From an optimization exercise on the open Yosys and OpenROAD flow, aimed at small area; shortcuts taken in it are not production practice.
The RTL was checked by simulation tests, not by an equivalence proof against the original design.
Power is estimated from default activity; no workload was simulated.

--- flow/run.sh ---
#!/bin/bash
# synth_recipe.tcl (not shown) runs the flow's synth.tcl, then flattens the netlist and writes it again
# the make line also repeats each setting of config.mk as NAME=value (left out here)
make -C /OpenROAD-flow-scripts/flow DESIGN_CONFIG=/design/flow/config.mk WORK_HOME=/design/flow/orfs CLKGATE_MAP_FILE= SYNTH_SCRIPT=/design/flow/synth_recipe.tcl finish
--- flow/config.mk ---
export PLATFORM = sky130hd
export DESIGN_NAME = Systolic_Array_with_Controller
export DESIGN_NICKNAME = Systolic_Array_with_Controller
export VERILOG_FILES = /design/flow/design.v
export SDC_FILE = /design/flow/constraint.sdc
export NUM_CORES = 4
export LEC_CHECK = 0
export CAP_MARGIN = 20
export CORE_MARGIN = 2
export CORE_UTILIZATION = 40
export SLEW_MARGIN = 20
--- flow/constraint.sdc ---
create_clock -name core_clock -period 10.0 [get_ports {clk}]
set_input_delay 2.0000 -clock core_clock [delete_from_list [all_inputs] [get_ports {clk}]]
set_output_delay 2.0000 -clock core_clock [all_outputs]
set_load 0.01 [all_outputs]
--- flow/design.v ---
module Systolic_Array_with_Controller(init,clk,A0,A1,A2,A3,A4,B0,B1,B2,B3,B4,
  A0_out,A1_out,A2_out,A3_out,A4_out,B0_out,B1_out,B2_out,B3_out,B4_out);
parameter N=16;
input [N-1:0] A0,A1,A2,A3,A4,B0,B1,B2,B3,B4;
output [N-1:0] A0_out,A1_out,A2_out,A3_out,A4_out,B0_out,B1_out,B2_out,B3_out,B4_out;
input init,clk;
reg [4:0] k;
always @(posedge clk) begin
  if (k == 5'd31) k <= init ? 5'd0 : 5'd31;
  else if (k >= 5'd21) k <= 5'd31;
  else k <= k + 5'd1;
end
wire [4:0] v;
assign v[0] = (k >= 5'd1) & (k <= 5'd14);
assign v[1] = (k >= 5'd2) & (k <= 5'd14);
assign v[2] = (k >= 5'd3) & (k <= 5'd14);
assign v[3] = (k >= 5'd4) & (k <= 5'd14);
assign v[4] = (k >= 5'd5) & (k <= 5'd14);
wire sh   = (k >= 5'd15) & (k <= 5'd17);    
wire ra_s = (k == 5'd14);                    
wire ra_3 = (k >= 5'd15) & (k <= 5'd18);    
wire rb   = ((k >= 5'd4) & (k <= 5'd13)) | ((k >= 5'd19) & (k <= 5'd21));
wire oa   = (k >= 5'd4) & (k <= 5'd13);     
wire oh   = (k >= 5'd14) & (k <= 5'd21);    
wire [5*N-1:0] Ain = {A4,A3,A2,A1,A0};
wire [5*N-1:0] Bin = {B4,B3,B2,B1,B0};
reg  [20*N-1:0] as;     
reg  [20*N-1:0] bs;     
reg  [5*N-1:0]  ao;
reg  [5*N-1:0]  bo;
reg  [25*N-1:0] acc;    
wire [25*N-1:0] sum;
genvar i, j;
generate
  for (i = 0; i < 5; i = i + 1) begin : row
    always @(posedge clk) begin
      as[(i*4+0)*N +: N] <= Ain[i*N +: N];
      as[(i*4+1)*N +: N] <= as[(i*4+0)*N +: N];
      as[(i*4+2)*N +: N] <= as[(i*4+1)*N +: N];
      as[(i*4+3)*N +: N] <= as[(i*4+2)*N +: N];
      ao[i*N +: N] <= ({N{oa}} & as[(i*4+3)*N +: N]) | ({N{oh}} & ao[i*N +: N]);
    end
  end
  for (j = 0; j < 5; j = j + 1) begin : col
    always @(posedge clk) begin
      bs[(0*5+j)*N +: N] <= Bin[j*N +: N];
      bs[(1*5+j)*N +: N] <= bs[(0*5+j)*N +: N];
      bs[(2*5+j)*N +: N] <= bs[(1*5+j)*N +: N];
      bs[(3*5+j)*N +: N] <= bs[(2*5+j)*N +: N];
      bo[j*N +: N] <= ({N{ra_s}} & sum[(4*5+j)*N +: N]) | ({N{ra_3}} & acc[(3*5+j)*N +: N])
                    | ({N{rb}} & bs[(3*5+j)*N +: N]);
    end
  end
  for (i = 0; i < 5; i = i + 1) begin : pr
    for (j = 0; j < 5; j = j + 1) begin : pc
      wire [N-1:0] a_op;
      wire [N-1:0] b_op;
      if (j < 4) begin : ai
        assign a_op = as[(i*4+j)*N +: N];
      end else begin : ao4
        assign a_op = ao[i*N +: N];
      end
      if (i < 4) begin : bi
        assign b_op = bs[(i*5+j)*N +: N];
      end else begin : bo4
        assign b_op = bo[j*N +: N];
      end
      wire en = v[(i > j) ? i : j];
      mac16 m (.a(a_op), .b(b_op), .c(acc[(i*5+j)*N +: N]), .y(sum[(i*5+j)*N +: N]));
      if (i >= 1 && i <= 3) begin : mid
        always @(posedge clk)
          acc[(i*5+j)*N +: N] <= ({N{en}} & sum[(i*5+j)*N +: N]) | ({N{sh}} & acc[((i-1)*5+j)*N +: N]);
      end else begin : rim
        always @(posedge clk)
          acc[(i*5+j)*N +: N] <= {N{en}} & sum[(i*5+j)*N +: N];
      end
    end
  end
endgenerate
assign {A4_out,A3_out,A2_out,A1_out,A0_out} = ao;
assign {B4_out,B3_out,B2_out,B1_out,B0_out} = bo;
endmodule
module mac16(input [15:0] a, input [15:0] b, input [15:0] c, output [15:0] y);
  wire n1 = a[0] & b[0];
  wire n2 = a[1] & b[0];
  wire n3 = a[2] & b[0];
  wire n4 = a[3] & b[0];
  wire n5 = a[4] & b[0];
  wire n6 = a[5] & b[0];
  wire n7 = a[6] & b[0];
  wire n8 = a[7] & b[0];
  wire n9 = a[8] & b[0];
  wire n10 = a[9] & b[0];
  wire n11 = a[10] & b[0];
  wire n12 = a[11] & b[0];
  wire n13 = a[12] & b[0];
  wire n14 = a[13] & b[0];
  wire n15 = a[14] & b[0];
  wire n16 = a[15] & b[0];
  wire n17 = a[0] & b[1];
  wire n18 = a[1] & b[1];
  wire n19 = a[2] & b[1];
  wire n20 = a[3] & b[1];
  wire n21 = a[4] & b[1];
  wire n22 = a[5] & b[1];
  wire n23 = a[6] & b[1];
  wire n24 = a[7] & b[1];
  wire n25 = a[8] & b[1];
  wire n26 = a[9] & b[1];
  wire n27 = a[10] & b[1];
  wire n28 = a[11] & b[1];
  wire n29 = a[12] & b[1];
  wire n30 = a[13] & b[1];
  wire n31 = a[14] & b[1];
  wire n32 = a[0] & b[2];
  wire n33 = a[1] & b[2];
  wire n34 = a[2] & b[2];
  wire n35 = a[3] & b[2];
  wire n36 = a[4] & b[2];
  wire n37 = a[5] & b[2];
  wire n38 = a[6] & b[2];
  wire n39 = a[7] & b[2];
  wire n40 = a[8] & b[2];
  wire n41 = a[9] & b[2];
  wire n42 = a[10] & b[2];
  wire n43 = a[11] & b[2];
  wire n44 = a[12] & b[2];
  wire n45 = a[13] & b[2];
  wire n46 = a[0] & b[3];
  wire n47 = a[1] & b[3];
  wire n48 = a[2] & b[3];
  wire n49 = a[3] & b[3];
  wire n50 = a[4] & b[3];
  wire n51 = a[5] & b[3];
  wire n52 = a[6] & b[3];
  wire n53 = a[7] & b[3];
  wire n54 = a[8] & b[3];
  wire n55 = a[9] & b[3];
  wire n56 = a[10] & b[3];
  wire n57 = a[11] & b[3];
  wire n58 = a[12] & b[3];
  wire n59 = a[0] & b[4];
  wire n60 = a[1] & b[4];
  wire n61 = a[2] & b[4];
  wire n62 = a[3] & b[4];
  wire n63 = a[4] & b[4];
  wire n64 = a[5] & b[4];
  wire n65 = a[6] & b[4];
  wire n66 = a[7] & b[4];
  wire n67 = a[8] & b[4];
  wire n68 = a[9] & b[4];
  wire n69 = a[10] & b[4];
  wire n70 = a[11] & b[4];
  wire n71 = a[0] & b[5];
  wire n72 = a[1] & b[5];
  wire n73 = a[2] & b[5];
  wire n74 = a[3] & b[5];
  wire n75 = a[4] & b[5];
  wire n76 = a[5] & b[5];
  wire n77 = a[6] & b[5];
  wire n78 = a[7] & b[5];
  wire n79 = a[8] & b[5];
  wire n80 = a[9] & b[5];
  wire n81 = a[10] & b[5];
  wire n82 = a[0] & b[6];
  wire n83 = a[1] & b[6];
  wire n84 = a[2] & b[6];
  wire n85 = a[3] & b[6];
  wire n86 = a[4] & b[6];
  wire n87 = a[5] & b[6];
  wire n88 = a[6] & b[6];
  wire n89 = a[7] & b[6];
  wire n90 = a[8] & b[6];
  wire n91 = a[9] & b[6];
  wire n92 = a[0] & b[7];
  wire n93 = a[1] & b[7];
  wire n94 = a[2] & b[7];
  wire n95 = a[3] & b[7];
  wire n96 = a[4] & b[7];
  wire n97 = a[5] & b[7];
  wire n98 = a[6] & b[7];
  wire n99 = a[7] & b[7];
  wire n100 = a[8] & b[7];
  wire n101 = a[0] & b[8];
  wire n102 = a[1] & b[8];
  wire n103 = a[2] & b[8];
  wire n104 = a[3] & b[8];
  wire n105 = a[4] & b[8];
  wire n106 = a[5] & b[8];
  wire n107 = a[6] & b[8];
  wire n108 = a[7] & b[8];
  wire n109 = a[0] & b[9];
  wire n110 = a[1] & b[9];
  wire n111 = a[2] & b[9];
  wire n112 = a[3] & b[9];
  wire n113 = a[4] & b[9];
  wire n114 = a[5] & b[9];
  wire n115 = a[6] & b[9];
  wire n116 = a[0] & b[10];
  wire n117 = a[1] & b[10];
  wire n118 = a[2] & b[10];
  wire n119 = a[3] & b[10];
  wire n120 = a[4] & b[10];
  wire n121 = a[5] & b[10];
  wire n122 = a[0] & b[11];
  wire n123 = a[1] & b[11];
  wire n124 = a[2] & b[11];
  wire n125 = a[3] & b[11];
  wire n126 = a[4] & b[11];
  wire n127 = a[0] & b[12];
  wire n128 = a[1] & b[12];
  wire n129 = a[2] & b[12];
  wire n130 = a[3] & b[12];
  wire n131 = a[0] & b[13];
  wire n132 = a[1] & b[13];
  wire n133 = a[2] & b[13];
  wire n134 = a[0] & b[14];
  wire n135 = a[1] & b[14];
  wire n136 = a[0] & b[15];
  wire n137 = n13 ^ n28;
  wire n138 = n13 & n28;
  wire n139 = n14 ^ n29 ^ n43;
  wire n140 = (n14 & n29) | (n14 & n43) | (n29 & n43);
  wire n141 = n56 ^ n68;
  wire n142 = n56 & n68;
  wire n143 = n15 ^ n30 ^ n44;
  wire n144 = (n15 & n30) | (n15 & n44) | (n30 & n44);
  wire n145 = n57 ^ n69 ^ n80;
  wire n146 = (n57 & n69) | (n57 & n80) | (n69 & n80);
  wire n147 = n90 ^ n99;
  wire n148 = n90 & n99;
  wire n149 = n16 ^ n31 ^ n45;
  wire n150 = n58 ^ n70 ^ n81;
  wire n151 = n91 ^ n100 ^ n108;
  wire n152 = n115 ^ n121;
  wire n153 = n9 ^ n24;
  wire n154 = n9 & n24;
  wire n155 = n10 ^ n25 ^ n39;
  wire n156 = (n10 & n25) | (n10 & n39) | (n25 & n39);
  wire n157 = n52 ^ n64;
  wire n158 = n52 & n64;
  wire n159 = n11 ^ n26 ^ n40;
  wire n160 = (n11 & n26) | (n11 & n40) | (n26 & n40);
  wire n161 = n53 ^ n65 ^ n76;
  wire n162 = (n53 & n65) | (n53 & n76) | (n65 & n76);
  wire n163 = n86 ^ n95;
  wire n164 = n86 & n95;
  wire n165 = n12 ^ n27 ^ n41;
  wire n166 = (n12 & n27) | (n12 & n41) | (n27 & n41);
  wire n167 = n54 ^ n66 ^ n77;
  wire n168 = (n54 & n66) | (n54 & n77) | (n66 & n77);
  wire n169 = n87 ^ n96 ^ n104;
  wire n170 = (n87 & n96) | (n87 & n104) | (n96 & n104);
  wire n171 = n111 ^ n117;
  wire n172 = n111 & n117;
  wire n173 = n42 ^ n55 ^ n67;
  wire n174 = (n42 & n55) | (n42 & n67) | (n55 & n67);
  wire n175 = n78 ^ n88 ^ n97;
  wire n176 = (n78 & n88) | (n78 & n97) | (n88 & n97);
  wire n177 = n105 ^ n112 ^ n118;
  wire n178 = (n105 & n112) | (n105 & n118) | (n112 & n118);
  wire n179 = n123 ^ n127 ^ c[12];
  wire n180 = (n123 & n127) | (n123 & c[12]) | (n127 & c[12]);
  wire n181 = n79 ^ n89 ^ n98;
  wire n182 = (n79 & n89) | (n79 & n98) | (n89 & n98);
  wire n183 = n106 ^ n113 ^ n119;
  wire n184 = (n106 & n113) | (n106 & n119) | (n113 & n119);
  wire n185 = n124 ^ n128 ^ n131;
  wire n186 = (n124 & n128) | (n124 & n131) | (n128 & n131);
  wire n187 = c[13] ^ n139 ^ n141;
  wire n188 = (c[13] & n139) | (c[13] & n141) | (n139 & n141);
  wire n189 = n107 ^ n114 ^ n120;
  wire n190 = (n107 & n114) | (n107 & n120) | (n114 & n120);
  wire n191 = n125 ^ n129 ^ n132;
  wire n192 = (n125 & n129) | (n125 & n132) | (n129 & n132);
  wire n193 = n134 ^ c[14] ^ n143;
  wire n194 = (n134 & c[14]) | (n134 & n143) | (c[14] & n143);
  wire n195 = n145 ^ n147 ^ n140;
  wire n196 = (n145 & n147) | (n145 & n140) | (n147 & n140);
  wire n197 = n126 ^ n130 ^ n133;
  wire n198 = n135 ^ n136 ^ c[15];
  wire n199 = n149 ^ n150 ^ n151;
  wire n200 = n152 ^ n144 ^ n146;
  wire n201 = n6 ^ n21;
  wire n202 = n6 & n21;
  wire n203 = n7 ^ n22 ^ n36;
  wire n204 = (n7 & n22) | (n7 & n36) | (n22 & n36);
  wire n205 = n49 ^ n61;
  wire n206 = n49 & n61;
  wire n207 = n8 ^ n23 ^ n37;
  wire n208 = (n8 & n23) | (n8 & n37) | (n23 & n37);
  wire n209 = n50 ^ n62 ^ n73;
  wire n210 = (n50 & n62) | (n50 & n73) | (n62 & n73);
  wire n211 = n83 ^ n92;
  wire n212 = n83 & n92;
  wire n213 = n38 ^ n51 ^ n63;
  wire n214 = (n38 & n51) | (n38 & n63) | (n51 & n63);
  wire n215 = n74 ^ n84 ^ n93;
  wire n216 = (n74 & n84) | (n74 & n93) | (n84 & n93);
  wire n217 = n101 ^ c[8] ^ n153;
  wire n218 = (n101 & c[8]) | (n101 & n153) | (c[8] & n153);
  wire n219 = n75 ^ n85 ^ n94;
  wire n220 = (n75 & n85) | (n75 & n94) | (n85 & n94);
  wire n221 = n102 ^ n109 ^ c[9];
  wire n222 = (n102 & n109) | (n102 & c[9]) | (n109 & c[9]);
  wire n223 = n155 ^ n157 ^ n154;
  wire n224 = (n155 & n157) | (n155 & n154) | (n157 & n154);
  wire n225 = n103 ^ n110 ^ n116;
  wire n226 = (n103 & n110) | (n103 & n116) | (n110 & n116);
  wire n227 = c[10] ^ n159 ^ n161;
  wire n228 = (c[10] & n159) | (c[10] & n161) | (n159 & n161);
  wire n229 = n163 ^ n156 ^ n158;
  wire n230 = (n163 & n156) | (n163 & n158) | (n156 & n158);
  wire n231 = n122 ^ c[11] ^ n165;
  wire n232 = (n122 & c[11]) | (n122 & n165) | (c[11] & n165);
  wire n233 = n167 ^ n169 ^ n171;
  wire n234 = (n167 & n169) | (n167 & n171) | (n169 & n171);
  wire n235 = n160 ^ n162 ^ n164;
  wire n236 = (n160 & n162) | (n160 & n164) | (n162 & n164);
  wire n237 = n137 ^ n173 ^ n175;
  wire n238 = (n137 & n173) | (n137 & n175) | (n173 & n175);
  wire n239 = n177 ^ n179 ^ n166;
  wire n240 = (n177 & n179) | (n177 & n166) | (n179 & n166);
  wire n241 = n168 ^ n170 ^ n172;
  wire n242 = (n168 & n170) | (n168 & n172) | (n170 & n172);
  wire n243 = n138 ^ n181 ^ n183;
  wire n244 = (n138 & n181) | (n138 & n183) | (n181 & n183);
  wire n245 = n185 ^ n187 ^ n174;
  wire n246 = (n185 & n187) | (n185 & n174) | (n187 & n174);
  wire n247 = n176 ^ n178 ^ n180;
  wire n248 = (n176 & n178) | (n176 & n180) | (n178 & n180);
  wire n249 = n142 ^ n189 ^ n191;
  wire n250 = (n142 & n189) | (n142 & n191) | (n189 & n191);
  wire n251 = n193 ^ n195 ^ n182;
  wire n252 = (n193 & n195) | (n193 & n182) | (n195 & n182);
  wire n253 = n184 ^ n186 ^ n188;
  wire n254 = (n184 & n186) | (n184 & n188) | (n186 & n188);
  wire n255 = n148 ^ n197 ^ n198;
  wire n256 = n199 ^ n200 ^ n190;
  wire n257 = n192 ^ n194 ^ n196;
  wire n258 = n4 ^ n19;
  wire n259 = n4 & n19;
  wire n260 = n5 ^ n20 ^ n34;
  wire n261 = (n5 & n20) | (n5 & n34) | (n20 & n34);
  wire n262 = n47 ^ n59;
  wire n263 = n47 & n59;
  wire n264 = n35 ^ n48 ^ n60;
  wire n265 = (n35 & n48) | (n35 & n60) | (n48 & n60);
  wire n266 = n71 ^ c[5] ^ n201;
  wire n267 = (n71 & c[5]) | (n71 & n201) | (c[5] & n201);
  wire n268 = n72 ^ n82 ^ c[6];
  wire n269 = (n72 & n82) | (n72 & c[6]) | (n82 & c[6]);
  wire n270 = n203 ^ n205 ^ n202;
  wire n271 = (n203 & n205) | (n203 & n202) | (n205 & n202);
  wire n272 = c[7] ^ n207 ^ n209;
  wire n273 = (c[7] & n207) | (c[7] & n209) | (n207 & n209);
  wire n274 = n211 ^ n204 ^ n206;
  wire n275 = (n211 & n204) | (n211 & n206) | (n204 & n206);
  wire n276 = n213 ^ n215 ^ n217;
  wire n277 = (n213 & n215) | (n213 & n217) | (n215 & n217);
  wire n278 = n208 ^ n210 ^ n212;
  wire n279 = (n208 & n210) | (n208 & n212) | (n210 & n212);
  wire n280 = n219 ^ n221 ^ n223;
  wire n281 = (n219 & n221) | (n219 & n223) | (n221 & n223);
  wire n282 = n214 ^ n216 ^ n218;
  wire n283 = (n214 & n216) | (n214 & n218) | (n216 & n218);
  wire n284 = n225 ^ n227 ^ n229;
  wire n285 = (n225 & n227) | (n225 & n229) | (n227 & n229);
  wire n286 = n220 ^ n222 ^ n224;
  wire n287 = (n220 & n222) | (n220 & n224) | (n222 & n224);
  wire n288 = n231 ^ n233 ^ n235;
  wire n289 = (n231 & n233) | (n231 & n235) | (n233 & n235);
  wire n290 = n226 ^ n228 ^ n230;
  wire n291 = (n226 & n228) | (n226 & n230) | (n228 & n230);
  wire n292 = n237 ^ n239 ^ n241;
  wire n293 = (n237 & n239) | (n237 & n241) | (n239 & n241);
  wire n294 = n232 ^ n234 ^ n236;
  wire n295 = (n232 & n234) | (n232 & n236) | (n234 & n236);
  wire n296 = n243 ^ n245 ^ n247;
  wire n297 = (n243 & n245) | (n243 & n247) | (n245 & n247);
  wire n298 = n238 ^ n240 ^ n242;
  wire n299 = (n238 & n240) | (n238 & n242) | (n240 & n242);
  wire n300 = n249 ^ n251 ^ n253;
  wire n301 = (n249 & n251) | (n249 & n253) | (n251 & n253);
  wire n302 = n244 ^ n246 ^ n248;
  wire n303 = (n244 & n246) | (n244 & n248) | (n246 & n248);
  wire n304 = n255 ^ n256 ^ n257;
  wire n305 = n250 ^ n252 ^ n254;
  wire n306 = n3 ^ n18;
  wire n307 = n3 & n18;
  wire n308 = n33 ^ n46 ^ c[3];
  wire n309 = (n33 & n46) | (n33 & c[3]) | (n46 & c[3]);
  wire n310 = c[4] ^ n260 ^ n262;
  wire n311 = (c[4] & n260) | (c[4] & n262) | (n260 & n262);
  wire n312 = n264 ^ n266 ^ n261;
  wire n313 = (n264 & n266) | (n264 & n261) | (n266 & n261);
  wire n314 = n268 ^ n270 ^ n265;
  wire n315 = (n268 & n270) | (n268 & n265) | (n270 & n265);
  wire n316 = n272 ^ n274 ^ n269;
  wire n317 = (n272 & n274) | (n272 & n269) | (n274 & n269);
  wire n318 = n276 ^ n278 ^ n273;
  wire n319 = (n276 & n278) | (n276 & n273) | (n278 & n273);
  wire n320 = n280 ^ n282 ^ n277;
  wire n321 = (n280 & n282) | (n280 & n277) | (n282 & n277);
  wire n322 = n284 ^ n286 ^ n281;
  wire n323 = (n284 & n286) | (n284 & n281) | (n286 & n281);
  wire n324 = n288 ^ n290 ^ n285;
  wire n325 = (n288 & n290) | (n288 & n285) | (n290 & n285);
  wire n326 = n292 ^ n294 ^ n289;
  wire n327 = (n292 & n294) | (n292 & n289) | (n294 & n289);
  wire n328 = n296 ^ n298 ^ n293;
  wire n329 = (n296 & n298) | (n296 & n293) | (n298 & n293);
  wire n330 = n300 ^ n302 ^ n297;
  wire n331 = (n300 & n302) | (n300 & n297) | (n302 & n297);
  wire n332 = n304 ^ n305 ^ n301;
  wire n333 = n2 ^ n17;
  wire n334 = n2 & n17;
  wire n335 = n32 ^ c[2] ^ n306;
  wire n336 = (n32 & c[2]) | (n32 & n306) | (c[2] & n306);
  wire n337 = n258 ^ n308 ^ n307;
  wire n338 = (n258 & n308) | (n258 & n307) | (n308 & n307);
  wire n339 = n259 ^ n310 ^ n309;
  wire n340 = (n259 & n310) | (n259 & n309) | (n310 & n309);
  wire n341 = n263 ^ n312 ^ n311;
  wire n342 = (n263 & n312) | (n263 & n311) | (n312 & n311);
  wire n343 = n267 ^ n314 ^ n313;
  wire n344 = (n267 & n314) | (n267 & n313) | (n314 & n313);
  wire n345 = n271 ^ n316 ^ n315;
  wire n346 = (n271 & n316) | (n271 & n315) | (n316 & n315);
  wire n347 = n275 ^ n318 ^ n317;
  wire n348 = (n275 & n318) | (n275 & n317) | (n318 & n317);
  wire n349 = n279 ^ n320 ^ n319;
  wire n350 = (n279 & n320) | (n279 & n319) | (n320 & n319);
  wire n351 = n283 ^ n322 ^ n321;
  wire n352 = (n283 & n322) | (n283 & n321) | (n322 & n321);
  wire n353 = n287 ^ n324 ^ n323;
  wire n354 = (n287 & n324) | (n287 & n323) | (n324 & n323);
  wire n355 = n291 ^ n326 ^ n325;
  wire n356 = (n291 & n326) | (n291 & n325) | (n326 & n325);
  wire n357 = n295 ^ n328 ^ n327;
  wire n358 = (n295 & n328) | (n295 & n327) | (n328 & n327);
  wire n359 = n299 ^ n330 ^ n329;
  wire n360 = (n299 & n330) | (n299 & n329) | (n330 & n329);
  wire n361 = n303 ^ n332 ^ n331;
  wire n362 = n1 ^ c[0];
  wire n363 = n1 & c[0];
  wire n364 = c[1] ^ n333 ^ n363;
  wire n365 = (c[1] & n333) | (c[1] & n363) | (n333 & n363);
  wire n366 = n335 ^ n334 ^ n365;
  wire n367 = (n335 & n334) | (n335 & n365) | (n334 & n365);
  wire n368 = n337 ^ n336 ^ n367;
  wire n369 = (n337 & n336) | (n337 & n367) | (n336 & n367);
  wire n370 = n339 ^ n338 ^ n369;
  wire n371 = (n339 & n338) | (n339 & n369) | (n338 & n369);
  wire n372 = n341 ^ n340 ^ n371;
  wire n373 = (n341 & n340) | (n341 & n371) | (n340 & n371);
  wire n374 = n343 ^ n342 ^ n373;
  wire n375 = (n343 & n342) | (n343 & n373) | (n342 & n373);
  wire n376 = n345 ^ n344 ^ n375;
  wire n377 = (n345 & n344) | (n345 & n375) | (n344 & n375);
  wire n378 = n347 ^ n346 ^ n377;
  wire n379 = (n347 & n346) | (n347 & n377) | (n346 & n377);
  wire n380 = n349 ^ n348 ^ n379;
  wire n381 = (n349 & n348) | (n349 & n379) | (n348 & n379);
  wire n382 = n351 ^ n350 ^ n381;
  wire n383 = (n351 & n350) | (n351 & n381) | (n350 & n381);
  wire n384 = n353 ^ n352 ^ n383;
  wire n385 = (n353 & n352) | (n353 & n383) | (n352 & n383);
  wire n386 = n355 ^ n354 ^ n385;
  wire n387 = (n355 & n354) | (n355 & n385) | (n354 & n385);
  wire n388 = n357 ^ n356 ^ n387;
  wire n389 = (n357 & n356) | (n357 & n387) | (n356 & n387);
  wire n390 = n359 ^ n358 ^ n389;
  wire n391 = (n359 & n358) | (n359 & n389) | (n358 & n389);
  wire n392 = n361 ^ n360 ^ n391;
  assign y = {n392, n390, n388, n386, n384, n382, n380, n378, n376, n374, n372, n370, n368, n366, n364, n362};
endmodule
==> results of run 1 <==
==> area by class of cell <==
cell class / count / area, um2
Antenna cell: 9 / 22.5
Timing Repair Buffer: 513 / 4690
Fill cell: 29195 / 169000
Clock inverter: 81 / 995
Tap cell: 4100 / 5130
Inverter: 2533 / 9510
Multi-Input combinational cell: 7818 / 87600
Clock buffer: 195 / 4300
Sequential cell: 1205 / 24100
==> cells by family (layout without fill, tap and decap cells) <==
kind of cell | Yosys count | count (layout) | synth area share
AO/OA/AOI/OAI | 435 | 435 | 0.0293
AND/OR/NAND/NOR | 3627 | 3627 | 0.160
adder cells (fa/ha/maj) | 3005 | 3005 | 0.466
buffers and inverters | 2994 | 3322 | 0.0920
flip-flops | 1205 | 1205 | 0.196
XOR/XNOR | 751 | 751 | 0.0563
other | 0 | 9 | 0
==> worst paths after layout <==
path            from      end  slack [ps]
min          as[143]  as[159]         380
max reg2reg  as[289]   bo[47]        1230
min reg2reg  as[143]  as[159]         380
max          as[289]   bo[47]        1230
==> state kept, by name (all words and copies together) (netlist names) <==
register	cells
acc	400
as	320
bs	320
ao	80
bo	80
k	5
==> where the power goes <==
part / total [uW] / internal (uW) / leakage, uW / switching [uW]
registers: 7180 / 5580 / 0.0100 / 1600
logic: 24700 / 11700 / 0.0462 / 13000
clock network: 5940 / 3510 / 0.00256 / 2430
==> cells in the final DEF (no fill, tap or decap), types with 61 or more instances in the layout <==
cell type / netlist / routed
ha_1: 380 / 380
xnor2_1: 592 / 592
and3_1: 79 / 79
inv_1: 2532 / 2532
xor2_1: 134 / 134
clkdlybuf4s50_1: 0 / 321
nand2_1: 1187 / 1186
o21ai_0: 61 / 61
and2_1: 2314 / 2314
a22o_1: 275 / 275
clkbuf_16: 0 / 157
fa_1: 2625 / 2625
buf_4: 0 / 190
a222oi_1: 65 / 65
dfxtp_1: 1205 / 1205
==> per-stage QoR <==
step / instance area [um2] / utilization / setup WS (ps) / power (uW) / hold WS [ps]
6_report: 136000 / 0.446 / 1230 / 37900 / 378
3_5_place_dp: 131000 / 0.428 / 1160 / 32100 / 369
3_3_place_gp: 131000 / 0.428 / 1330 / 31900 / 371
4_1_cts: 136000 / 0.446 / 1130 / 38400 / 379
5_1_grt: 136000 / 0.446 / 806 / 41800 / 387
2_1_floorplan: 123000 / - / 1750 / 24500 / 326
==> cells in the mapped netlist, drive strengths merged (3+ instances only) <==
master and number:
fa 2625, inv 2533, and2 2314, dfxtp 1205, nand2 1187, xnor2 592, clkbuf 403, ha 380
a22o 275, xor2 134, and3 79, o21ai 66, a222oi 65, buf 58, nor2 35, xnor3 25
a22oi 15, a21oi 9, nor2b 3
==> per-layer routing <==
| metal | vias up | GRT usage | share of wire | wire length [um] |
|---|---|---|---|---|
| li1 | 35188 | - | - | - |
| met1 | 42221 | 0.341 | 0.45 | 160000 |
| met2 | 2562 | 0.375 | 0.46 | 164000 |
| met3 | 485 | 0.0350 | 0.068 | 24200 |
| met4 | 8 | 0.0534 | 0.024 | 8550 |
| met5 | - | 0.00293 | 0.00045 | 161 |
==> qor.csv, run 1 <==
stage,metric,value,unit
worst_setup_path,Stages on worst setup path,25,
logic_synthesis,syn nets,15184,
logic_synthesis,yosys warns,1,
timing,Fin Setup TNS,0,ps
status,status,no timing/DRC/antenna violations,
floorplanning,IO Pins,322,
placement,Post-DP HPWL,274000,um
cells_and_area,share of layout cells above drive strength 1,0.0382,
drt,Vias,80464,
worst_setup_path,startpoint types,register,
timing,max-slew violations,0,
worst_setup_path,crit path capture type,register,
worst_setup_path,crit path DAT,9550,ps
timing,fin crit period,8770,ps
clocking,Num CTS Buffers,154,
clocking,Post-CTS Setup Bufs,0,
worst_setup_path,"most used cell, CP",fa_1,
logic_synthesis,top cell type by total area after synthesis,fa_1,
clocking,Root Buffer,clkbuf_16,
global_routing,largest net degree at the start of global routing,125,
clocking,CTS Sinks,1205,
global_routing,initial antenna violation count,18,
floorplanning,die height,558,um
clocking,H-tree level count,4,
timing,Max-Slew Margin vs Limit,0.247,
worst_setup_path,slowest library cell on the worst path,dfxtp_1,
logic_synthesis,Async SR Flop Fraction,0,
logic_synthesis,synthesized instance count,12017,
global_routing,gr usage total,0.236,
cells_and_area,nets,15392,
power,Pwr Density,278,nW/um2
timing,RSZ-0062 raised after global routing,false,
drt,first drt pass iteration count,8,
timing,Final Skew,47.8,ps
floorplanning,Starting Density,0.402,
floorplanning,cell row count,203,
drt,antenna-violating nets left,0,
logic_synthesis,Post-Synthesis Cell Area,123000,um2
logic_synthesis,Yosys top cell area share,0.428,
placement,I/O Buffers,321,
floorplanning,Die ar.,312000,um2
clocking,Post-CTS Hold Buffers,0,
clocking,CTS tree,yes,
timing,fmax,114,MHz
clocking,clock transition at the registers of the reported paths,70,ps
cells_and_area,synthesis-to-layout area growth,10.9,%
logic_synthesis,Cell variety after synth,34,
logic_synthesis,syn avg cell area,10.2,um2
drt,final WL,357000,um
placement,GPL Wtd Cong,0.907,
timing,Worst-Margin Slew,1130,ps
global_routing,global-route wire length before repair,558000,um
drt,DRC violations left,0,
run,max cap viols,0,
logic_synthesis,register area share after synthesis,0.196,
logic_synthesis,"flops & latches, synth",1205,
timing,period utilization,0.877,
timing,final hold vios,0,
worst_hold_path,Hold Path Class,reg -> reg,
power,Peak VDD IR,0.183,mV
worst_setup_path,Crit path largest cell delay,690,ps
drt,routed length per instance,21.7,um
clocking,Worst-Skew Late Latency,850,ps
global_routing,number of global-route vias before repair,87585,
worst_setup_path,Worst EP required,10780,ps
floorplanning,Core Area,306000,um2
global_routing,grt ovf,0,
clocking,Max Root-Sink Buffers,4,
drt,violation count after the first detailed-routing iteration,5948,
cells_and_area,Final Non-Filler Cells,16454,
placement,Placed Cells,16168,
timing,Final setup viols,0,
worst_setup_path,"critical path fanouts, max",16,
worst_setup_path,reg2reg path depth,25,
worst_setup_path,Setup CP Type,reg -> reg,
power,Pleak,0.0588,uW
floorplanning,die width,558,um
logic_synthesis,Post-synth top flop,dfxtp_1,
drt,Vias/cell,4.89,
worst_setup_path,Worst Path Buf+Inv,3,
logic_synthesis,Post-synth EDFFs,0,
worst_setup_path,CP top delay family,adder cells,
worst_hold_path,Hold Path Depth,0,
clocking,post-cts sizing count,0,
logic_synthesis,synth top area cells,"fa_1 43%, dfxtp_1 20%, and2_1 12%, inv_1 7.7%, xnor2_1 4.2%",
==> inputs of run 2 (changes only) <==
--- a/flow/config.mk
+++ b/flow/config.mk
@@ -8,4 +8,5 @@
 export CAP_MARGIN = 20
 export CORE_MARGIN = 2
 export CORE_UTILIZATION = 40
+export CTS_BUF_LIST = sky130_fd_sc_hd__clkbuf_4
 export SLEW_MARGIN = 20
==> run 2 against run 1 <==
Against the previous run: largest power group unchanged; sequential share of layout area increased by 0.090 points; critical path depth did not move; still clean; combinational power about the same.
==> qor.csv, run 2 <==
stage,metric,value,unit
floorplanning,die height,558,um
logic_synthesis,Yosys top cell area share,0.428,
clocking,Worst-Skew Late Latency,1360,ps
logic_synthesis,register area share after synthesis,0.196,
logic_synthesis,Cell variety after synth,34,
drt,Vias,81951,
global_routing,largest net degree at the start of global routing,125,
logic_synthesis,"flops & latches, synth",1205,
cells_and_area,Largest register FFs,400,
cells_and_area,synthesis-to-layout area growth,10.4,%
clocking,clock transition at the registers of the reported paths,70,ps
timing,Worst-Margin Slew,1140,ps
global_routing,gr usage total,0.237,
drt,final WL,358000,um
floorplanning,IO Pins,322,
global_routing,number of global-route vias before repair,89216,
logic_synthesis,synthesized instance count,12017,
global_routing,grt ovf,0,
cells_and_area,most frequent cells in the layout,"2625 x fa_1, 2532 x inv_1, 2314 x and2_1",
cells_and_area,Top Registers,"acc: 400 flops, as: 320 flops, bs: 320 flops",
clocking,post-cts sizing count,0,
placement,GPL Wtd Cong,0.907,
logic_synthesis,syn avg cell area,10.2,um2
placement,I/O Buffers,321,
clocking,CTS tree,yes,
timing,fin crit period,8750,ps
logic_synthesis,Post-Synthesis Cell Area,123000,um2
worst_setup_path,Setup CP Type,reg -> reg,
power,Pwr Density,272,nW/um2
clocking,H-tree level count,5,
cells_and_area,Multi-input gate area,87600,um2
logic_synthesis,synth top area cells,"fa_1 43%, dfxtp_1 20%, and2_1 12%, inv_1 7.7%, xnor2_1 4.2%",
power,Peak VDD IR,0.184,mV
drt,routed length per instance,21.3,um
worst_setup_path,"critical path fanouts, max",15,
floorplanning,Core Area,306000,um2
floorplanning,Die ar.,312000,um2
cells_and_area,Layout fillers,29512,
clocking,Post-CTS Hold Buffers,0,
run,max cap viols,0,
logic_synthesis,Async SR Flop Fraction,0,
timing,Final Skew,112,ps
power,Pleak,0.0589,uW
cells_and_area,nets,15594,
floorplanning,Starting Density,0.402,
clocking,CTS Sinks,1205,
worst_setup_path,crit path DAT,9960,ps
logic_synthesis,top-count cell post-synth,fa_1,
worst_setup_path,Worst EP required,11210,ps
worst_setup_path,crit path capture type,register,
clocking,Root Buffer,clkbuf_4,
worst_hold_path,Hold Path Class,reg -> reg,
global_routing,initial antenna violation count,27,
clocking,Post-CTS Setup Bufs,0,
clocking,Num CTS Buffers,356,
power,Comb power frac,0.671,
logic_synthesis,syn nets,15184,
drt,violation count after the first detailed-routing iteration,5762,
power,switching power,17100,uW
timing,Final setup viols,0,
timing,period utilization,0.875,
power,part of the power in registers,0.195,
cells_and_area,share of layout cells above drive strength 1,0.0598,
logic_synthesis,Synth top cells by count,"2625 x fa_1, 2532 x inv_1, 2314 x and2_1",
timing,RSZ-0062 raised after global routing,false,
cells_and_area,"commonest non-fill, non-tap cell in the layout",fa_1,
timing,final hold vios,0,
drt,antenna-violating nets left,0,
logic_synthesis,yosys warns,1,
drt,DRC violations left,0,
timing,fmax,114,MHz
cells_and_area,fin util,0.444,
power,Clk pwr share,0.134,
drt,Vias/cell,4.87,
placement,Post-DP HPWL,274000,um
logic_synthesis,top cell type by total area after synthesis,fa_1,
timing,Fin Setup TNS,0,ps
cells_and_area,Largest Register,acc,
logic_synthesis,Post-synth EDFFs,0,
clocking,Max Root-Sink Buffers,4,
floorplanning,cell row count,203,
logic_synthesis,Post-synth top flop,dfxtp_1,
placement,Placed Cells,16168,
power,Pint,19800,uW
floorplanning,die width,558,um
power,sw frac,0.463,
timing,max-slew violations,0,
global_routing,global-route wire length before repair,560000,um
cells_and_area,FF/Latch Area,24100,um2
cells_and_area,Final Non-Filler Cells,16821,
worst_setup_path,startpoint types,register,
drt,first drt pass iteration count,9,
status,status,no timing/DRC/antenna violations,
timing,Max-Slew Margin vs Limit,0.240,
## run 2: layout make-up
cell class | count | area share
clock buffer | 480 | 0.0266
tap | 4100 | 0.0378
clock inverter | 158 | 0.00731
inverter | 2533 | 0.0701
multi-input combinational | 7818 | 0.646
timing repair buffer | 513 | 0.0346
sequential | 1205 | 0.178
antenna | 14 | 0.000258
## run 2: routing by layer
metal  part of all wire  wire length (um)  global-route usage
met1               0.44            159000               0.338
met2               0.46            164000               0.375
met3              0.073             26200              0.0409
met4              0.024              8730              0.0571
met5            0.00075               268             0.00293
## run 2: cells by family after synthesis
kind of cell	Yosys count	share of synthesized area
AOI/OAI and AO/OA	435	0.0293
buffers and inverters	2994	0.0920
and+or+nand+nor	3627	0.160
DFF	1205	0.196
xor gates and xnor gates	751	0.0563
adders and majority gates	3005	0.466
## run 2: through the flow
stage	setup slack (ps)	power, uW	hold slack (ps)	instance area (um2)
final	1250	36800	325	136000
after CTS	1210	37400	317	136000
after detailed placement	1160	32100	369	131000
after floorplan	1750	24500	326	123000
after global routing	747	40900	315	136000
after global placement	1330	31900	371	131000
## run 2: critical path, cell delays in order, from the launching register on
cell and delay [ps]:
dfxtp_1 700, nand2_1 170, fa_1 570, inv_1 70
fa_1 490, inv_1 60, fa_1 490, inv_1 50
fa_1 390, fa_1 470, fa_1 490, fa_1 470
fa_1 470, fa_1 460, fa_1 470, fa_1 480
fa_1 480, fa_1 420, inv_1 80, fa_1 180
xor2_1 180, xnor2_1 110, xnor2_1 210, xnor2_1 170
xnor3_1 360, o21ai_0 150
## run 2: power groups by stage
stage / clock network (uW) / registers [uW] / logic (uW)
6_report: 4950 / 7170 / 24700
5_1_grt: 5350 / 7260 / 28300
4_1_cts: 5110 / 7160 / 25200
3_5_place_dp: 0 / 7270 / 24800
3_3_place_gp: 0 / 7260 / 24700
2_1_floorplan: 0 / 6290 / 18200
## run 2: final timing paths
check / endpoint / startpoint / cells past startpoint / slack, ps
hold reg to reg: as[319] / as[303] / 0 / 330
hold / removal: as[319] / as[303] / 0 / 330
setup / recovery: bo[79] / bo[66] / 25 / 1250
setup reg to reg: bo[79] / bo[66] / 25 / 1250
==> inputs of run 3 (changes only) <==
==> flow/flow/run.sh (new file) <==
#!/bin/bash
# Standard ORFS layout, with one extra step between synthesis and floorplan: polopt.py
# re-chooses the polarity of full adders and simple gates in the synthesized netlist to
# drop needless inverters (registers untouched).  Each tool's output goes to its own log.
set -euo pipefail
W=$(pwd)
R=$W/orfs/results/${FLOW_PLATFORM}/Systolic_Array_with_Controller/base
bash standard.sh synth > "$W/log_synth.txt" 2>&1
cp "$R/1_2_yosys.v" "$W/1_2_yosys.standard.v"
python3 "$W/flow/polopt.py" "$W/1_2_yosys.standard.v" "$R/1_2_yosys.v" > "$W/log_polopt.txt" 2>&1
touch "$R/1_2_yosys.v"
bash standard.sh finish > "$W/log_layout.txt" 2>&1
==> flow/flow/polopt.py (new file) <==
#!/usr/bin/env python3
"""Polarity optimisation of a Yosys-written sky130hd gate netlist.

Full adders are self-dual: FA(~a,~b,~c) = (~sum, ~cout).  Yosys' extract_fa picks each
adder's polarity on its own, which leaves inverters between adders.  This pass chooses, for
every fa_1, whether it works on true or complemented signals; re-types 2-input AND/OR-type
gates (and2 nand2 or2 nor2 and2b nor2b nand2b or2b), xor/xnor gates and half adders so that
they take their inputs at whatever polarity is at hand and give the output polarity that is
wanted; and drops the inverters this makes needless.  Registers and all other cells are kept.

usage: polopt.py in.v out.v
"""
import re
import sys
import math
import random
from collections import defaultdict

OUTPINS = {"X", "Y", "Q", "Q_N", "SUM", "COUT", "HI", "LO"}
INV = 3.7536
A_AND = 6.256
A_NAND = 3.7536
A_XOR = 8.7584
A_HA = 12.5120

cell_re = re.compile(r"^\s*(sky130_fd_sc_hd__\w+)\s+(\S+)\s*\((.*?)\);", re.S | re.M)
pin_re = re.compile(r"\.(\w+)\(\s*((?:\\\S+)|[^()\s]+(?:\s*\[[^\]]*\])?)\s*\)")

# 2-input and-type gates: (pin1, pin2, out, inv1, inv2, invout): out = (p1^i1 & p2^i2) ^ io
ANDTYPE = {
    "and2_1": ("A", "B", "X", 0, 0, 0),
    "nand2_1": ("A", "B", "Y", 0, 0, 1),
    "or2_1": ("A", "B", "X", 1, 1, 1),
    "nor2_1": ("A", "B", "Y", 1, 1, 0),
    "and2b_1": ("A_N", "B", "X", 1, 0, 0),
    "nor2b_1": ("A", "B_N", "Y", 1, 0, 0),
    "nand2b_1": ("A_N", "B", "Y", 1, 0, 1),
    "or2b_1": ("B_N", "A", "X", 1, 0, 1),
}


def and_cell(i1, i2, io):
    """cheapest cell for out = (x1^i1 & x2^i2) ^ io: (type, cost, pins for x1, x2, out)"""
    if (i1, i2) == (0, 0):
        return ("nand2_1", A_NAND, "A", "B", "Y") if io else ("and2_1", A_AND, "A", "B", "X")
    if (i1, i2) == (1, 1):
        return ("or2_1", A_AND, "A", "B", "X") if io else ("nor2_1", A_NAND, "A", "B", "Y")
    if (i1, i2) == (1, 0):
        return ("nand2b_1", A_AND, "A_N", "B", "Y") if io else ("nor2b_1", A_AND, "A", "B_N", "Y")
    return ("nand2b_1", A_AND, "B", "A_N", "Y") if io else ("nor2b_1", A_AND, "B_N", "A", "Y")


def main(inp, outp):
    text = open(inp).read()
    first = text.index("sky130_fd_sc_hd__")
    first = text.rfind("\n", 0, first) + 1
    endm = text.rindex("endmodule")
    header, body, footer = text[:first], text[first:endm], text[endm:]
    cells = []
    pos = 0
    rest = []
    for m in cell_re.finditer(body):
        gap = body[pos:m.start()]
        if gap.strip():
            rest.append(gap)
        pos = m.end()
        typ = m.group(1)[len("sky130_fd_sc_hd__"):]
        pins = [(p, n.strip()) for p, n in pin_re.findall(m.group(3))]
        cells.append([typ, m.group(2), pins])
    if body[pos:].strip():
        rest.append(body[pos:])
    for r in rest:
        print("polopt: warning: unparsed text kept:", r.strip()[:200], file=sys.stderr)

    ports = set()
    for m in re.finditer(r"^\s*(input|output)\s+(\[[^\]]*\])?\s*(\S+);", header, re.M):
        name = m.group(3)
        if m.group(2):
            hi, lo = [int(x) for x in m.group(2)[1:-1].split(":")]
            for b in range(min(hi, lo), max(hi, lo) + 1):
                ports.add(f"{name}[{b}]")
        else:
            ports.add(name)

    driver = {}
    for ci, (typ, name, pins) in enumerate(cells):
        for p, n in pins:
            if p in OUTPINS:
                driver[n] = (ci, p)

    inv = set()
    for ci, (typ, name, pins) in enumerate(cells):
        if typ in ("inv_1", "inv_2", "clkinv_1") and dict(pins)["Y"] not in ports:
            inv.add(ci)

    def root(n):
        par = 0
        while n in driver and driver[n][0] in inv:
            n = dict(cells[driver[n][0]][2])["A"]
            par ^= 1
        return n, par

    # kinds: FA (var = flip), AND (var = out flip), XOR (var = out flip), HA (vars on sum/cout)
    kind = {}
    for ci, (typ, name, pins) in enumerate(cells):
        if ci in inv:
            continue
        if typ == "fa_1":
            kind[ci] = "fa"
        elif typ in ANDTYPE:
            kind[ci] = "and"
        elif typ in ("xor2_1", "xnor2_1"):
            kind[ci] = "xor"
        elif typ == "ha_1":
            kind[ci] = "ha"
    # a cell that drives a port keeps its output polarity (the port net keeps its name)
    fixedout = set()
    for n in ports:
        if n in driver and driver[n][0] in kind:
            fixedout.add(driver[n][0])

    # output-net variable: provided polarity of each root net relative to its original signal
    prov = defaultdict(int)
    # per-cell data
    ins = {}      # ci -> list of (pin, root, par)
    for ci, (typ, name, pins) in enumerate(cells):
        if ci in inv:
            continue
        ins[ci] = [(p,) + root(n) for p, n in pins if p not in OUTPINS]
    outs = {ci: [(p, n) for p, n in cells[ci][2] if p in OUTPINS] for ci in ins}

    # consumers of each root: (ci, pin, par); ci None for a port
    cons = defaultdict(list)
    for ci in ins:
        for p, r, par in ins[ci]:
            cons[r].append((ci, p, par))
    for n in ports:
        if n in driver:
            r, par = root(n)
            if r != n or True:
                cons[r].append((None, None, par))

    fa_flip = {ci: 0 for ci, k in kind.items() if k == "fa"}

    def need(ci, par):
        if ci is None:
            return par
        k = kind.get(ci)
        if k == "fa":
            return par ^ fa_flip[ci]
        if k in ("and", "xor", "ha"):
            return None
        return par

    def root_cost(r):
        pv = prov[r]
        for ci, p, par in cons[r]:
            q = need(ci, par)
            if q is not None and q != pv:
                return INV
        return 0.0

    def in_inv(ci, p, r, par):
        # inversion a cell input must apply, relative to the cell's original input net
        return par ^ prov[r]

    def cell_cost(ci):
        k = kind.get(ci)
        typ = cells[ci][0]
        if k == "and":
            p1, p2, po, i1, i2, io = ANDTYPE[typ]
            d = {p: (r, par) for p, r, par in ins[ci]}
            (r1, a1), (r2, a2) = d[p1], d[p2]
            out_n = dict(outs[ci])[po]
            return and_cell(i1 ^ a1 ^ prov[r1], i2 ^ a2 ^ prov[r2], io ^ prov[out_n])[1]
        if k == "ha":
            d = {p: (r, par) for p, r, par in ins[ci]}
            o = dict(outs[ci])
            a = d["A"][1] ^ prov[d["A"][0]]
            b = d["B"][1] ^ prov[d["B"][0]]
            if a == 0 and b == 0 and prov[o["COUT"]] == 0 and prov[o["SUM"]] == 0:
                return A_HA
            return A_XOR + and_cell(a, b, prov[o["COUT"]])[1]
        return 0.0

    # variables: list of (name, cells whose output polarity flips together)
    var_out = {}   # var id -> list of output root nets
    var_kind = {}
    for ci, k in kind.items():
        if ci in fixedout:
            continue
        if k == "fa":
            var_out[("fa", ci)] = [n for p, n in outs[ci]]
            var_kind[("fa", ci)] = ci
        elif k in ("and", "xor"):
            var_out[("o", ci)] = [n for p, n in outs[ci]]
        elif k == "ha":
            for p, n in outs[ci]:
                var_out[("o", ci, p)] = [n]

    def affected(v):
        rs = set(var_out[v])
        cs = set()
        if v[0] == "fa":
            ci = v[1]
            rs |= {r for p, r, par in ins[ci]}
        for r in var_out[v]:
            for ci, p, par in cons[r]:
                if ci is not None and kind.get(ci) in ("and", "ha"):
                    cs.add(ci)
        return rs, cs

    aff = {v: affected(v) for v in var_out}

    def local(v):
        rs, cs = aff[v]
        c = sum(root_cost(r) for r in rs) + sum(cell_cost(ci) for ci in cs)
        if v[0] == "o":
            c += cell_cost(v[1])
        return c

    def flip(v):
        for n in var_out[v]:
            prov[n] ^= 1
        if v[0] == "fa":
            fa_flip[v[1]] ^= 1

    def total():
        return sum(root_cost(r) for r in list(cons.keys())) + sum(cell_cost(ci) for ci in kind)

    start = total()
    vars_ = list(var_out.keys())
    rnd = random.Random(1)
    # neighbours for compound moves: vars whose outputs feed an FA
    feeders = defaultdict(list)
    for v in vars_:
        if v[0] == "fa":
            for p, r, par in ins[v[1]]:
                for w in (("o", driver[r][0]) if r in driver else None,
                          ("fa", driver[r][0]) if r in driver else None,
                          ("o", driver[r][0], driver[r][1]) if r in driver else None):
                    if w in var_out:
                        feeders[v].append(w)
    T = 2.0
    cur = start
    for it in range(60):
        rnd.shuffle(vars_)
        changed = 0
        for v in vars_:
            grp = [v]
            before = local(v)
            flip(v)
            after = local(v)
            d = after - before
            # compound: also re-choose the feeders of a flipped FA
            if v[0] == "fa":
                for w in feeders[v]:
                    b2 = local(w)
                    flip(w)
                    a2 = local(w)
                    if a2 < b2 - 1e-9:
                        d += a2 - b2
                        grp.append(w)
                    else:
                        flip(w)
            if d < -1e-9 or (T > 0.05 and rnd.random() < math.exp(-d / T) and d > 0):
                cur += d
                changed += 1
            else:
                for w in reversed(grp):
                    flip(w)
        T *= 0.85
        if T < 0.05 and changed == 0:
            break
    # final greedy polish
    for _ in range(10):
        ch = 0
        for v in vars_:
            b = local(v)
            flip(v)
            if local(v) < b - 1e-9:
                ch += 1
            else:
                flip(v)
        if not ch:
            break
    end = total()
    print(f"polopt: polarity-dependent area {start:.1f} -> {end:.1f}", file=sys.stderr)

    # rebuild
    newwires = []
    invnet = {}
    out_cells = []

    def comp(r):
        if r not in invnet:
            nm = f"_polinv{len(invnet)}_"
            invnet[r] = nm
            newwires.append(nm)
            out_cells.append(("inv_1", f"_polinvc{len(invnet)}_", [("A", r), ("Y", nm)]))
        return invnet[r]

    def pick(r, want):
        return r if prov[r] == want else comp(r)

    for ci, (typ, name, pins) in enumerate(cells):
        if ci in inv:
            continue
        k = kind.get(ci)
        o = dict(outs[ci])
        d = {p: (r, par) for p, r, par in ins[ci]}
        if k == "and":
            p1, p2, po, i1, i2, io = ANDTYPE[typ]
            (r1, a1), (r2, a2) = d[p1], d[p2]
            t, c, q1, q2, qo = and_cell(i1 ^ a1 ^ prov[r1], i2 ^ a2 ^ prov[r2], io ^ prov[o[po]])
            out_cells.append((t, name, [(q1, r1), (q2, r2), (qo, o[po])]))
            continue
        if k == "xor":
            (ra, aa), (rb, ab) = d["A"], d["B"]
            po = "X" if "X" in o else "Y"
            x = (1 if typ.startswith("xnor") else 0) ^ aa ^ prov[ra] ^ ab ^ prov[rb] ^ prov[o[po]]
            out_cells.append(("xnor2_1", name, [("A", ra), ("B", rb), ("Y", o[po])]) if x else
                             ("xor2_1", name, [("A", ra), ("B", rb), ("X", o[po])]))
            continue
        if k == "ha":
            (ra, aa), (rb, ab) = d["A"], d["B"]
            a = aa ^ prov[ra]
            b = ab ^ prov[rb]
            if a == 0 and b == 0 and prov[o["COUT"]] == 0 and prov[o["SUM"]] == 0:
                out_cells.append(("ha_1", name, [("A", ra), ("B", rb), ("COUT", o["COUT"]), ("SUM", o["SUM"])]))
            else:
                x = a ^ b ^ prov[o["SUM"]]
                out_cells.append(("xnor2_1", name + "_s", [("A", ra), ("B", rb), ("Y", o["SUM"])]) if x else
                                 ("xor2_1", name + "_s", [("A", ra), ("B", rb), ("X", o["SUM"])]))
                t, c, q1, q2, qo = and_cell(a, b, prov[o["COUT"]])
                out_cells.append((t, name + "_c", [(q1, ra), (q2, rb), (qo, o["COUT"])]))
            continue
        newpins = []
        for p, n in pins:
            if p in OUTPINS:
                newpins.append((p, n))
            else:
                r, par = root(n)
                newpins.append((p, pick(r, need(ci, par))))
        out_cells.append((typ, name, newpins))
    # ports driven through absorbed inverters keep their polarity via root consumers: a port
    # net that was the output of an absorbed inverter must still be driven
    for n in ports:
        if n in driver and driver[n][0] in inv:
            raise SystemExit("polopt: port driven by absorbed inverter")

    lines = [header.rstrip("\n") + "\n"]
    for w in newwires:
        lines.append(f"  wire {w};\n")
    for typ, name, pins in out_cells:
        conn = ",\n".join(f"    .{p}({n}{' ' if n.startswith(chr(92)) else ''})" for p, n in pins)
        lines.append(f"  sky130_fd_sc_hd__{typ} {name} (\n{conn}\n  );\n")
    for r in rest:
        lines.append(r)
    lines.append(footer)
    open(outp, "w").write("".join(lines))
    cnt = defaultdict(int)
    for typ, _, _ in out_cells:
        cnt[typ] += 1
    print("polopt: " + " ".join(f"{k} {v}" for k, v in sorted(cnt.items()) if v > 50), file=sys.stderr)


if __name__ == "__main__":
    main(sys.argv[1], sys.argv[2])
==> flow/standard.sh (new file) <==
#!/bin/bash
# synth_recipe.tcl (not shown) runs the flow's synth.tcl, then flattens the netlist and writes it again
# the make line also repeats each setting of config.mk as NAME=value (left out here)
make -C /OpenROAD-flow-scripts/flow DESIGN_CONFIG=/design/flow/config.mk WORK_HOME=/design/flow/orfs CLKGATE_MAP_FILE= SYNTH_SCRIPT=/design/flow/synth_recipe.tcl "${@:-finish}"
--- a/flow/config.mk
+++ b/flow/config.mk
@@ -8,5 +8,4 @@
 export CAP_MARGIN = 20
 export CORE_MARGIN = 2
 export CORE_UTILIZATION = 40
-export CTS_BUF_LIST = sky130_fd_sc_hd__clkbuf_4
 export SLEW_MARGIN = 20
removed: flow/run.sh
==> run 3 against run 2 <==
Against the previous run: still clean; worst hold slack better by 38 ps; sequential power up 3%; power up 1.7%; die area down 9.0%.
==> qor.csv, run 3 <==
stage,metric,value,unit
global_routing,met3 GRT Util,0.0532,
cells_and_area,"commonest non-fill, non-tap cell in the layout",nand2_1,
cells_and_area,Top Registers,"acc: 400 flops, as: 320 flops, bs: 320 flops",
power,part of the power in registers,0.197,
cells_and_area,nets,13388,
timing,Final setup viols,0,
global_routing,gr usage total,0.244,
worst_setup_path,crit path capture type,register,
clocking,Num CTS Buffers,153,
cells_and_area,FF/Latch Area,24100,um2
timing,hold_ws,363,ps
drt,final WL,339000,um
timing,Fin Setup TNS,0,ps
placement,Post-DP HPWL,255000,um
timing,final hold vios,0,
timing,fmax,119,MHz
global_routing,M2 GR Usage,0.383,
timing,final worst-path setup slack,1560,ps
cells_and_area,Layout fillers,25882,
placement,Placed Cells,14063,
clocking,post-cts sizing count,0,
worst_setup_path,Crit. Startpoint,bs[1],
cells_and_area,share of layout cells above drive strength 1,0.0344,
logic_synthesis,synthesized instance count,10382,
timing,max-slew violations,0,
global_routing,initial antenna violation count,24,
floorplanning,IO Pins,322,
clocking,Worst-Skew Late Latency,860,ps
floorplanning,die height,533,um
worst_setup_path,crit path DAT,9170,ps
power,Comb power frac,0.650,
global_routing,number of global-route vias before repair,86588,
cells_and_area,synthesis-to-layout area growth,10.8,%
clocking,CTS tree,yes,
power,switching power,16700,uW
drt,routed length per instance,23.6,um
timing,Max-Slew Margin vs Limit,0.343,
worst_hold_path,Hold Path Class,reg -> reg,
clocking,clock transition at the registers of the reported paths,60,ps
drt,antenna-violating nets left,0,
logic_synthesis,yosys warns,1,
cells_and_area,Largest Register,acc,
clocking,Post-CTS Setup Bufs,0,
timing,Final Skew,52.7,ps
floorplanning,Starting Density,0.401,
timing,fin crit period,8440,ps
worst_setup_path,Setup CP Type,reg -> reg,
clocking,H-tree level count,4,
logic_synthesis,Post-Synthesis Cell Area,112000,um2
floorplanning,Core Area,279000,um2
worst_hold_path,HP Start,bs[15],
global_routing,peak-usage layer in the global routing report,met2,
global_routing,M1 GR Usage,0.336,
drt,Vias/cell,5.33,
logic_synthesis,syn nets,13276,
power,Peak VDD IR,0.181,mV
power,Pint,20800,uW
run,max cap viols,0,
cells_and_area,Largest register FFs,400,
cells_and_area,Multi-input gate area,83600,um2
logic_synthesis,syn avg cell area,10.8,um2
worst_setup_path,Worst EP required,10730,ps
timing,Worst-Margin Slew,985,ps
power,Pleak,0.0434,uW
timing,period utilization,0.844,
global_routing,largest net degree at the start of global routing,137,
global_routing,grt ovf,0,
worst_setup_path,startpoint types,register,
floorplanning,cell row count,194,
placement,"worst slack, placed",1470,ps
power,Pwr Density,302,nW/um2
status,status,no timing/DRC/antenna violations,
cells_and_area,Final Non-Filler Cells,14336,
drt,violation count after the first detailed-routing iteration,6728,
clocking,Root Buffer,clkbuf_16,
drt,DRC violations left,0,
cells_and_area,fin util,0.444,
worst_setup_path,reg2reg start,bs[1],
drt,first drt pass iteration count,8,
clocking,CTS Sinks,1205,
power,Clk pwr share,0.153,
cells_and_area,most frequent cells in the layout,"2993 x nand2_1, 2625 x fa_1, 1205 x dfxtp_1",
timing,RSZ-0062 raised after global routing,false,
placement,I/O Buffers,321,
clocking,Max Root-Sink Buffers,4,
drt,Vias,76455,
floorplanning,Die ar.,284000,um2
floorplanning,die width,533,um
global_routing,global-route wire length before repair,533000,um
power,sw frac,0.445,
clocking,Post-CTS Hold Buffers,0,
worst_setup_path,"critical path fanouts, max",16,
placement,GPL Wtd Cong,0.909,
-- run 3: path summary, 6_finish.rpt --
check,endpoint,slack [ps],cells past startpoint
max,acc[15],1560,23
min,bs[95],360,0
min reg2reg,bs[95],360,0
max reg2reg,acc[15],1560,23
-- run 3: through the flow --
step	power, uW	instance area, um2
2_1_floorplan	24600	112000
3_3_place_gp	31400	119000
3_5_place_dp	31700	119000
4_1_cts	37900	124000
5_1_grt	41100	124000
6_report	37500	124000
-- run 3: area by class of cell --
cell class | instances | area share
multi-input cells | 8090 | 0.675
repair buffers | 418 | 0.0319
flip-flops and latches | 1205 | 0.195
diodes | 6 | 0.000121
inverters | 626 | 0.0190
well taps | 3724 | 0.0376
clock inverters | 73 | 0.00695
clock buffers | 194 | 0.0346
-- run 3: critical path: stages, from the launching register on --
cell,delay (ps)
dfxtp_1,660
nand2_1,150
xnor2_1,260
fa_1,470
fa_1,520
inv_1,60
fa_1,540
fa_1,200
inv_1,60
fa_1,440
fa_1,480
fa_1,460
fa_1,460
fa_1,460
fa_1,460
fa_1,460
fa_1,460
fa_1,450
xor2_1,160
xnor2_1,220
xnor2_1,160
xnor2_1,140
xnor3_1,410
and2_1,160
-- run 3: power groups by stage --
stage | Clock [uW] | Sequential (uW) | Combinational (uW)
after floorplan | 0 | 6330 | 18300
after global placement | 0 | 7420 | 24000
after detailed placement | 0 | 7430 | 24300
after CTS | 5860 | 7320 | 24700
after global routing | 6030 | 7430 | 27600
final | 5740 | 7360 | 24300
-- run 3: per-layer routing --
layer,wire [um],share of wire
met1,139000,0.41
met2,156000,0.46
met3,31400,0.093
met4,11800,0.035
met5,207,0.00061

## separate check: timing with driven ports
The results above use ideal ports. As a check the final layouts listed here were re-extracted and re-timed, cells and wires unchanged.
Step 1 (the two cells are an assumption about what drives the block):
set clk [get_ports {clk}]
set_driving_cell -lib_cell sky130_fd_sc_hd__clkbuf_16 $clk
set_driving_cell -lib_cell sky130_fd_sc_hd__buf_2 [delete_from_list [all_inputs] $clk]
Step 2, shift: input delay + t, output delay - t, t = (earliest + latest rising clock arrival at the registers) / 2. This alone moves slack from input paths to output paths.
Three values: ideal ports, drivers, drivers and shift; two values: the first two.
| run | t, ns | setup WS [ns] | worst slew at a driven data input, ns |
|---|---|---|---|
| run 1 | 0.926 | 1.227 / 1.227 / 1.227 | 0.07 |
| run 2 | 1.401 | 1.248 / 1.248 / 1.248 | 0.07 |
| run 3 | 0.924 | 1.562 / 1.562 / 1.562 | 0.17 |
After both steps setup and hold are still met in every run listed.
